Source: an optimization exercise on an open RTL-to-GDS flow (aim: small area and a short achievable clock period). Production flows keep margins and buffers that such runs may drop.
In this exercise RTL edits were held to simulation tests only and were not proved equivalent to the original.
Power figures rest on the tool's default switching activity, not on a simulated workload.

run F:
==> flow/design.v <==
module four_ports_fifo(
	input wire clk,
	input wire resetn,
	input wire [31:0] data0,
	input wire [31:0] data1,
	input wire [31:0] data2,
	input wire [31:0] data3,
	input wire [2:0] wen,
	input wire [2:0] ren,
	output reg [32:0] dout0,
	output reg [32:0] dout1,
	output reg [32:0] dout2,
	output reg [32:0] dout3,
	output wire empty,
	output wire full
);
	reg [31:0] mem [0:31];    
	reg [3:0] wlo, rlo;
	reg [2:0] wrow [0:3];
	reg [7:0] rsel [0:3];
	reg [31:0] th;
	wire [3:0] has  = th[3:0];                           
	wire [4:1] room = ~{th[28], th[29], th[30], th[31]};   
	assign empty = ~th[0];
	assign full  = th[31];
	integer b, k, r, w, m, j;
	reg [32:0] crg;
	wire [4:1] wdec;
	assign wdec[4] = wen[2];
	assign wdec[3] = ~wen[2] & (wen[1:0] == 2'd3);
	assign wdec[2] = ~wen[2] & (wen[1:0] == 2'd2);
	assign wdec[1] = ~wen[2] & (wen[1:0] == 2'd1);
	wire [4:1] acw = wdec & room;
	wire acc = |acw;
	reg [31:0] wd [0:3];
	reg [3:0]  bwe;
	reg [4:1]  qb [0:3];
	always @(*) begin
		for (b = 0; b < 4; b = b + 1) begin
			for (w = 1; w < 5; w = w + 1) begin
				qb[b][w] = 1'b0;
				for (k = 0; k < w; k = k + 1)
					qb[b][w] = qb[b][w] | wlo[(b - k) & 3];
				qb[b][w] = qb[b][w] & room[w];
			end
			bwe[b] = |(wdec & qb[b]);
			wd[b] = ({32{wlo[(b - 0) & 3]}} & data0) |
			        ({32{wlo[(b - 1) & 3]}} & data1) |
			        ({32{wlo[(b - 2) & 3]}} & data2) |
			        ({32{wlo[(b - 3) & 3]}} & data3);
		end
	end
	always @(posedge clk) begin
		for (b = 0; b < 4; b = b + 1)
			for (r = 0; r < 8; r = r + 1)
				if (bwe[b] && wrow[b] == r) mem[4*r + b] <= wd[b];
	end
	reg [31:0] rd [0:3];
	always @(*) begin
		for (b = 0; b < 4; b = b + 1) begin
			rd[b] = 32'd0;
			for (r = 0; r < 8; r = r + 1)
				rd[b] = rd[b] | ({32{rsel[b][r]}} & mem[4*r + b]);
		end
	end
	wire [4:0] rdec;
	assign rdec[4] = ren[2];
	assign rdec[3] = ~ren[2] & (ren[1:0] == 2'd3);
	assign rdec[2] = ~ren[2] & (ren[1:0] == 2'd2);
	assign rdec[1] = ~ren[2] & (ren[1:0] == 2'd1);
	assign rdec[0] = ~ren[2] & (ren[1:0] == 2'd0);
	wire [3:0] rgt = {rdec[4], |rdec[4:3], |rdec[4:2], |rdec[4:1]};    
	wire [3:0] v = rgt & has & {4{resetn}};    
	reg [31:0] q [0:3];
	reg [3:0]  rc;      
	always @(*) begin
		for (k = 0; k < 4; k = k + 1) begin
			q[k] = 32'd0;
			for (b = 0; b < 4; b = b + 1)
				q[k] = q[k] | ({32{v[k] & rlo[(b - k) & 3]}} & rd[b]);
		end
		for (b = 0; b < 4; b = b + 1) begin
			rc[b] = 1'b0;
			for (k = 0; k < 4; k = k + 1)
				rc[b] = rc[b] | (rlo[(b - k) & 3] & v[k]);
		end
	end
	always @(posedge clk) begin
		dout0 <= {v[0], q[0]};
		dout1 <= {v[1], q[1]};
		dout2 <= {v[2], q[2]};
		dout3 <= {v[3], q[3]};
	end
	wire [4:0] wis = {acw, ~acc};    
	wire [4:0] nis;     
	assign nis[0] = ~v[0];
	assign nis[1] = v[0] & ~v[1];
	assign nis[2] = v[1] & ~v[2];
	assign nis[3] = v[2] & ~v[3];
	assign nis[4] = v[3];
	reg [31:0] th_n;
	reg [3:0] wlo_nx, rlo_nx;
	integer c;
	always @(*) begin
		for (j = 1; j < 33; j = j + 1) begin
			crg[j] = 1'b0;
			for (m = 0; m < 5; m = m + 1)
				if (m + j <= 32) crg[j] = crg[j] | (rdec[m] & th[m + j - 1]);
		end
		for (c = 1; c < 33; c = c + 1) begin
			th_n[c - 1] = 1'b0;
			for (w = 0; w < 5; w = w + 1)
				th_n[c - 1] = th_n[c - 1] | (wis[w] & ((c - w <= 0) ? 1'b1 : crg[(c - w) & 63]));
		end
		wlo_nx = 4'd0;
		rlo_nx = 4'd0;
		for (w = 0; w < 4; w = w + 1)
			for (b = 0; b < 4; b = b + 1) begin
				wlo_nx[b] = wlo_nx[b] | ((wis[w] | (w == 0 && wis[4])) & wlo[(b - w) & 3]);
				rlo_nx[b] = rlo_nx[b] | ((nis[w] | (w == 0 && nis[4])) & rlo[(b - w) & 3]);
			end
	end
	always @(posedge clk) begin
		if (~resetn) begin
			wlo     <= 4'b0001;
			rlo     <= 4'b0001;
			for (b = 0; b < 4; b = b + 1) begin
				wrow[b] <= 3'd0;
				rsel[b] <= 8'b00000001;
			end
			th      <= 32'd0;
		end else begin
			wlo     <= wlo_nx;
			rlo     <= rlo_nx;
			for (b = 0; b < 4; b = b + 1) begin
				if (bwe[b]) wrow[b] <= wrow[b] + 3'd1;
				if (rc[b])  rsel[b] <= {rsel[b][6:0], rsel[b][7]};
			end
			th      <= th_n;
		end
	end
endmodule
Settings: LEC_CHECK=0, CAP_MARGIN=10, CORE_MARGIN=2, CORE_UTILIZATION=50, CTS_CLUSTER_DIAMETER=100, CTS_CLUSTER_SIZE=25, PLACE_DENSITY=0.65, SETUP_SLACK_MARGIN=3.6, SLEW_MARGIN=10, TNS_END_PERCENT=100, BUFFER_PORTS_ARGS=-buffer_cell sky130_fd_sc_hd__buf_2, POST_GLOBAL_PLACE_TCL=/design/flow/flow/pull_out_ffs.tcl, POST_GLOBAL_ROUTE_TCL=/design/flow/flow/recover_area.tcl; clock period 6.0 ns.
standard.sh (not shown) runs the stock make flow with config.mk's settings and CLKGATE_MAP_FILE= SYNTH_SCRIPT=/design/flow/synth_recipe.tcl, a recipe that flattens the netlist after the stock synthesis.
==> flow/flow/run.sh <==
#!/bin/bash
# The standard layout (the standard.sh) with these changes to how it is made:
#  - the input and output ports get plain buf_2 buffers instead of the resizer's
#    default pick, a delay cell;
#  - after global placement, each register that drives an output port is moved
#    next to that port's buffer (pull_out_ffs.tcl); detailed placement legalizes it;
#  - timing repair may resize cells across footprints (MATCH_CELL_FOOTPRINT=0);
#  - after global routing, cells off the critical paths are downsized while the
#    worst slack stays as reached (recover_area.tcl).
# make's full output goes to make_finish.log; ORFS writes each step's log under orfs/logs/.
set -euo pipefail
here=$(pwd)
cat >> config.mk <<EOC
export BUFFER_PORTS_ARGS = -buffer_cell sky130_fd_sc_hd__buf_2
export POST_GLOBAL_PLACE_TCL = $here/flow/pull_out_ffs.tcl
export POST_GLOBAL_ROUTE_TCL = $here/flow/recover_area.tcl
EOC
bash standard.sh MATCH_CELL_FOOTPRINT=0 finish > make_finish.log 2>&1
Other scripts of this flow, unchanged in this note and not shown: flow/flow/pull_out_ffs.tcl, flow/flow/recover_area.tcl
--- input diff run F..run K ---
--- a/flow/design.v
+++ b/flow/design.v
@@ -16,7 +16,7 @@
 );
 	reg [31:0] mem [0:31];    
 	reg [3:0] wlo, rlo;
-	reg [2:0] wrow [0:3];
+	reg [7:0] wsel [0:3];
 	reg [7:0] rsel [0:3];
 	reg [31:0] th;
 	wire [3:0] has  = th[3:0];                           
@@ -53,7 +53,7 @@
 	always @(posedge clk) begin
 		for (b = 0; b < 4; b = b + 1)
 			for (r = 0; r < 8; r = r + 1)
-				if (bwe[b] && wrow[b] == r) mem[4*r + b] <= wd[b];
+				if (bwe[b] && wsel[b][r]) mem[4*r + b] <= wd[b];
 	end
 	reg [31:0] rd [0:3];
 	always @(*) begin
@@ -125,7 +125,7 @@
 			wlo     <= 4'b0001;
 			rlo     <= 4'b0001;
 			for (b = 0; b < 4; b = b + 1) begin
-				wrow[b] <= 3'd0;
+				wsel[b] <= 8'b00000001;
 				rsel[b] <= 8'b00000001;
 			end
 			th      <= 32'd0;
@@ -133,7 +133,7 @@
 			wlo     <= wlo_nx;
 			rlo     <= rlo_nx;
 			for (b = 0; b < 4; b = b + 1) begin
-				if (bwe[b]) wrow[b] <= wrow[b] + 3'd1;
+				if (bwe[b]) wsel[b] <= {wsel[b][6:0], wsel[b][7]};
 				if (rc[b])  rsel[b] <= {rsel[b][6:0], rsel[b][7]};
 			end
 			th      <= th_n;
==> summary.txt <==
- Re sum of routed wire segments on met1: run K is 2.7% up on run F.
- Looking at launch point of the critical path, the wen[1] result is from run K; the resetn one comes from run F.
- Run F has a higher met3 usage than run K.
- In run K relative to run F, detailed-route wire length had gone up slightly.
- For run F, the termination of the worst setup path was dout1[7], unlike run K, where it was mem[3][7].
- Run K against run F; worst ir drop on vdd is up by more than 10%.
- In the reports for run K and run F, the smaller number of antenna violations at the first check in global routing belongs to run F.
- Run K ended with more setup slack than run F.
- Changes observed in run K relative to run F: number of buffers on the longest clock path roughly the same; utilization after layout lower; number of global-route vias before repair lower.

## re-timing with driven ports
In the flow no input, the clock included, has a driving cell. The finished layouts below were timed again as built, in two steps.
Step 1: set_driving_cell puts a clkbuf_16 on clk and a buf_2 on each other input, an assumption about the parent block.
Step 2, shift: input delay + t, output delay - t, t = (earliest + latest rising clock arrival at the registers) / 2. This alone moves slack from input paths to output paths.
Three values: no drivers, after step 1, after step 2; two values: the first two.
| run | t (ns) | setup slack, ns | slew at the worst register clock pin (ns) | pins driven straight from the clock port |
|---|---|---|---|---|
| run F | 0.759 | 3.389 / 3.369 / 2.610 | 0.11 / 0.11 | 1 |
| run K | 0.774 | 3.457 / 3.422 / 2.649 | 0.11 / 0.11 | 1 |
After both steps setup and hold are still met in every run listed. The setup slack of run K, which loses most, moves by -0.035 ns with the drivers and by -0.808 ns with both steps.
